Background: an optimization exercise with open tools, aiming at small area, a short achievable clock period and few clock cycles per item. Do not read the settings as production practice. At most, simulation tests tie the RTL to the original design; equivalence was not proved. The flow treats the clock pin as an ideal source. Dropping or thinning the clock tree relies on that and would not hold on a real chip. Power is estimated from default activity; no workload was simulated.

JK:
## AEC
module AEC(clk, rst, ascii_in, ready, valid, result);
input clk;
input rst;
input ready;
input [7:0] ascii_in;
output valid;
output [6:0] result;
localparam [3:0] OP_NOP  = 4'b0000;     
localparam [3:0] OP_EQ   = 4'b0010;
localparam [3:0] OP_LP   = 4'b0001;     
localparam [3:0] OP_LPT  = 4'b0011;     
localparam [3:0] OP_RP   = 4'b0100;
localparam [3:0] OP_MUL  = 4'b0110;
localparam [3:0] OP_ADD  = 4'b1000;
localparam [3:0] OP_SUB  = 4'b1001;
reg       c_dig;
reg [3:0] c_v;
wire is_eq  = ~c_dig & (c_v == OP_EQ);
wire is_lp  = ~c_dig & ~c_v[3] & c_v[0];
wire is_lpt = ~c_dig & ~c_v[3] & c_v[1] & c_v[0];
wire is_rp  = ~c_dig & (c_v == OP_RP);
wire is_as  = ~c_dig & c_v[3];
wire is_sub = ~c_dig & c_v[3] & c_v[0];
wire is_open = ~c_dig & ~c_v[3] & ~c_v[2] & (c_v[0] | ~c_v[1]);   
wire a_grp = ~ascii_in[6] & ~ascii_in[4];           
wire a_num = ~ascii_in[6] &  ascii_in[4] & ~(ascii_in[3] & ascii_in[2]);
wire a_eq  = ~ascii_in[6] &  ascii_in[4] &   ascii_in[3] & ascii_in[2];
wire a_dig = ascii_in[6] | a_num;
wire [3:0] a_val = ascii_in[6] ? ascii_in[3:0] + 4'd9 : ascii_in[3:0];
reg  [3:0] a_op;
always @* begin
    case (ascii_in[2:0])
        3'b000:  a_op = is_open ? OP_LPT : OP_LP;
        3'b001:  a_op = OP_RP;
        3'b010:  a_op = OP_MUL;
        3'b011:  a_op = OP_ADD;
        default: a_op = OP_SUB;
    endcase
    if (!a_grp)
        a_op = a_eq ? OP_EQ : OP_NOP;
end
reg       out_v;
reg       clr;
always @(posedge clk) begin
    if (rst || is_eq || out_v) begin
        c_dig <= 1'b0;
        c_v   <= OP_NOP;
    end else begin
        c_dig <= a_dig;
        c_v   <= a_dig ? a_val : a_op;
    end
end
reg [6:0] S, M;
reg [5:0] mark;                  
reg [1:0] sp;                    
reg [6:0] DS0, DS1, DS2;         
reg [6:0] DK1, DK2;
reg [6:0] K;
wire [6:0] ctxK = (sp == 2'd1) ? 7'd1 : (sp == 2'd2) ? DK1 : DK2;
wire [6:0] ctxS = (sp == 2'd1) ? DS0 : (sp == 2'd2) ? DS1 : DS2;
wire [6:0] sum  = S + M;
wire [6:0] pp0 = c_v[0] ? M : 7'd0;
wire [6:0] pp1 = c_v[1] ? {M[5:0], 1'b0} : 7'd0;
wire [6:0] pp2 = c_v[2] ? {M[4:0], 2'b0} : 7'd0;
wire [6:0] pp3 = c_v[3] ? {M[3:0], 3'b0} : 7'd0;
wire [6:0] prod = (pp0 + pp1) + (pp2 + pp3);
wire push = is_lp & ~is_lpt;
wire pop  = is_rp & ~mark[0];
always @(posedge clk) begin
    if (clr) begin
        S <= 7'd0;
        M <= 7'd1;
        K <= 7'd1;
  ...
Size: about 71 flip-flops, about 19 I/O pins, ~3900 um2 of cells after synthesis.
==> module AEC, before the edit <==
module AEC(clk, rst, ascii_in, ready, valid, result);
input clk;
input rst;
input ready;
input [7:0] ascii_in;
output valid;
output [6:0] result;
localparam [3:0] OP_NOP  = 4'b0000;     
localparam [3:0] OP_EQ   = 4'b0010;
localparam [3:0] OP_LP   = 4'b0001;     
localparam [3:0] OP_LPT  = 4'b0011;     
localparam [3:0] OP_RP   = 4'b0100;
localparam [3:0] OP_MUL  = 4'b0110;
localparam [3:0] OP_ADD  = 4'b1000;
localparam [3:0] OP_SUB  = 4'b1001;
reg       c_dig;
reg [3:0] c_v;
wire is_eq  = ~c_dig & (c_v == OP_EQ);
wire is_lp  = ~c_dig & ~c_v[3] & c_v[0];
wire is_lpt = ~c_dig & ~c_v[3] & c_v[1] & c_v[0];
wire is_rp  = ~c_dig & (c_v == OP_RP);
wire is_as  = ~c_dig & c_v[3];
wire is_sub = ~c_dig & c_v[3] & c_v[0];
wire is_open = ~c_dig & ~c_v[3] & ~c_v[2] & (c_v[0] | ~c_v[1]);   
wire a_grp = ~ascii_in[6] & ~ascii_in[4];           
wire a_num = ~ascii_in[6] &  ascii_in[4] & ~(ascii_in[3] & ascii_in[2]);
wire a_eq  = ~ascii_in[6] &  ascii_in[4] &   ascii_in[3] & ascii_in[2];
wire a_dig = ascii_in[6] | a_num;
wire [3:0] a_val = ascii_in[6] ? ascii_in[3:0] + 4'd9 : ascii_in[3:0];
reg  [3:0] a_op;
always @* begin
    case (ascii_in[2:0])
        3'b000:  a_op = is_open ? OP_LPT : OP_LP;
        3'b001:  a_op = OP_RP;
        3'b010:  a_op = OP_MUL;
        3'b011:  a_op = OP_ADD;
        default: a_op = OP_SUB;
    endcase
    if (!a_grp)
        a_op = a_eq ? OP_EQ : OP_NOP;
end
reg       out_v;
reg       clr;
always @(posedge clk) begin
    if (rst || is_eq || out_v) begin
        c_dig <= 1'b0;
        c_v   <= OP_NOP;
    end else begin
        c_dig <= a_dig;
        c_v   <= a_dig ? a_val : a_op;
    end
end
reg [6:0] S, M;
reg [5:0] mark;                  
reg [1:0] sp;                    
reg [6:0] DS0, DS1, DS2;         
reg [6:0] DK1, DK2;
reg [6:0] K;
wire [6:0] ctxK = (sp == 2'd1) ? 7'd1 : (sp == 2'd2) ? DK1 : DK2;
wire [6:0] ctxS = (sp == 2'd1) ? DS0 : (sp == 2'd2) ? DS1 : DS2;
wire [6:0] sum  = S + M;
wire [6:0] pp0 = c_v[0] ? M : 7'd0;
wire [6:0] pp1 = c_v[1] ? {M[5:0], 1'b0} : 7'd0;
wire [6:0] pp2 = c_v[2] ? {M[4:0], 2'b0} : 7'd0;
wire [6:0] pp3 = c_v[3] ? {M[3:0], 3'b0} : 7'd0;
wire [6:0] prod = (pp0 + pp1) + (pp2 + pp3);
wire push = is_lp & ~is_lpt;
wire pop  = is_rp & ~mark[0];
always @(posedge clk) begin
    if (clr) begin
        S <= 7'd0;
        M <= 7'd1;
        K <= 7'd1;
        sp <= 2'd0;
    end else begin
        if (c_dig)
            M <= prod;
        if (is_eq)
            S <= sum;
        if (is_as) begin
            S <= sum;
            M <= is_sub ? -K : K;
        end
        if (push) begin
            S <= 7'd0;
            K <= M;
            sp <= sp + 2'd1;
        end
        if (is_rp) begin
            S <= pop ? ctxS : 7'd0;
            M <= sum;
        end
        if (pop) begin
            sp <= sp - 2'd1;
            K <= ctxK;
        end
    end
end
always @(posedge clk) begin
    if (is_lp)
        mark <= {mark[4:0], is_lpt};
    else if (is_rp)
        mark <= {1'b1, mark[5:1]};
end
always @(posedge clk) begin
    if (push) begin
        if (sp == 2'd0) DS0 <= S;
        if (sp == 2'd1) begin DS1 <= S; DK1 <= K; end
        if (sp == 2'd2) begin DS2 <= S; DK2 <= K; end
    end
end
always @(posedge clk) begin
    out_v <= is_eq & ~rst;
    clr <= is_eq | rst;
end
assign valid = out_v;
assign result = S;
endmodule
export LEC_CHECK = 0
export CAP_MARGIN = 20
export CORE_MARGIN = 2
export CORE_UTILIZATION = 40
export SLEW_MARGIN = 20
create_clock -name core_clock -period 10.0 [get_ports {clk}]
standard.sh (not shown) runs the stock make flow with config.mk's settings and CLKGATE_MAP_FILE= SYNTH_SCRIPT=/design/flow/synth_recipe.tcl, a recipe that flattens the netlist after the stock synthesis.
==> flow/flow/run.sh <==
#!/bin/bash
# Standard ORFS layout, with:
#  - synthesis leaving adders to ABC (area script) instead of mapping them
#    onto the library's full/half-adder cells; same registers,
#  - ports buffered with buf_4 cells,
#  - a tighter setup target for repair_timing,
#  - the clock distributed by flow/cts_hook.tcl (one level of equal
#    buffers) instead of TritonCTS's two-level tree.
# Clock period and SDC are unchanged.
set -euo pipefail
bash standard.sh SETUP_SLACK_MARGIN=${MARGIN:-7.25} ADDER_MAP_FILE= ABC_AREA=1 \
  PRE_CTS_TCL=$PWD/flow/cts_hook.tcl \
  "BUFFER_PORTS_ARGS=-buffer_cell sky130_fd_sc_hd__buf_4" finish > std_flow.log 2>&1
Other scripts of this flow, unchanged in this note and not shown: flow/flow/cts_hook.tcl
The flow did not stop early for JK: all stages ran, and the layout cleared the timing, design-rule and antenna checks.
The inputs of MS differ from those of JK as listed below.
-- flow/design.v --
<<< JK, line 52
end
reg [6:0] S, M;
reg [5:0] mark;                  
reg [1:0] sp;                    
reg [6:0] DS0, DS1, DS2;         
>>> MS, line 52
end
reg [6:0] S, M;
reg [6:0] mark;                  
reg [1:0] sp;                    
reg [6:0] DS0, DS1, DS2;         
<<< JK, line 99
always @(posedge clk) begin
    if (is_lp)
        mark <= {mark[4:0], is_lpt};
    else if (is_rp)
        mark <= {1'b1, mark[5:1]};
end
always @(posedge clk) begin
>>> MS, line 99
always @(posedge clk) begin
    if (is_lp)
        mark <= {mark[5:0], is_lpt};
    else if (is_rp)
        mark <= {1'b0, mark[6:1]};
end
always @(posedge clk) begin
[summary]
Against JK, MS comes in about 0.9% lower on routed metal-1 wirelength.
The cell area of MS is lower than that of JK.
Changes observed in MS relative to JK: highest ir drop seen on vdd climbed 34%, compound-cell area share of the yosys netlist went down, peak per-stage delay on the critical path saw an increase, final critical path time including I/O delays and setup decreased 0.038 ns.
The power share of the clock group of MS and that of JK are within noise of each other.
Worst path setup slack after routing improves in MS relative to JK.
Of JK and MS, the higher weighted congestion at the end of routability-driven global placement belongs to JK.
Testbench counts of MS, summed over its fixed seeds: cycles 45,688, items 4,000.
Function not checked in JK: the RTL went through the layout flow alone. In every run of this note, the design's own scripts or RTL, not TritonCTS, make the clock network.

-- what the ideal ports hide --
The flow's constraints put no driver on any port. The routed layouts listed below were extracted and timed again, unchanged, in two steps.
Step 1 assumes that a clkbuf_16 drives the clock port and a buf_2 every other input.
Step 2, shift: input delay + t, output delay - t, t = (earliest + latest rising clock arrival at the registers) / 2. This alone moves slack from input paths to output paths.
a / b / c = ideal / step 1 / step 2; a / b = the first two.
| run | t, ns | setup WS [ns] | hold WS [ns] | worst setup path at the end | worst slew at a driven data input, ns |
|---|---|---|---|---|---|
| JK | 0.217 | 7.252 / 7.233 / 7.072 | 0.512 / 0.512 / 0.512 | input to register | 0.04 |
| MS | 0.220 | 7.290 / 7.225 / 7.108 | 0.480 / 0.480 / 0.480 | input to register | 0.04 |
After both steps setup and hold are still met in every run listed. For MS, which loses most, drivers alone change the setup slack by -0.065 ns; drivers and shift together by -0.182 ns.
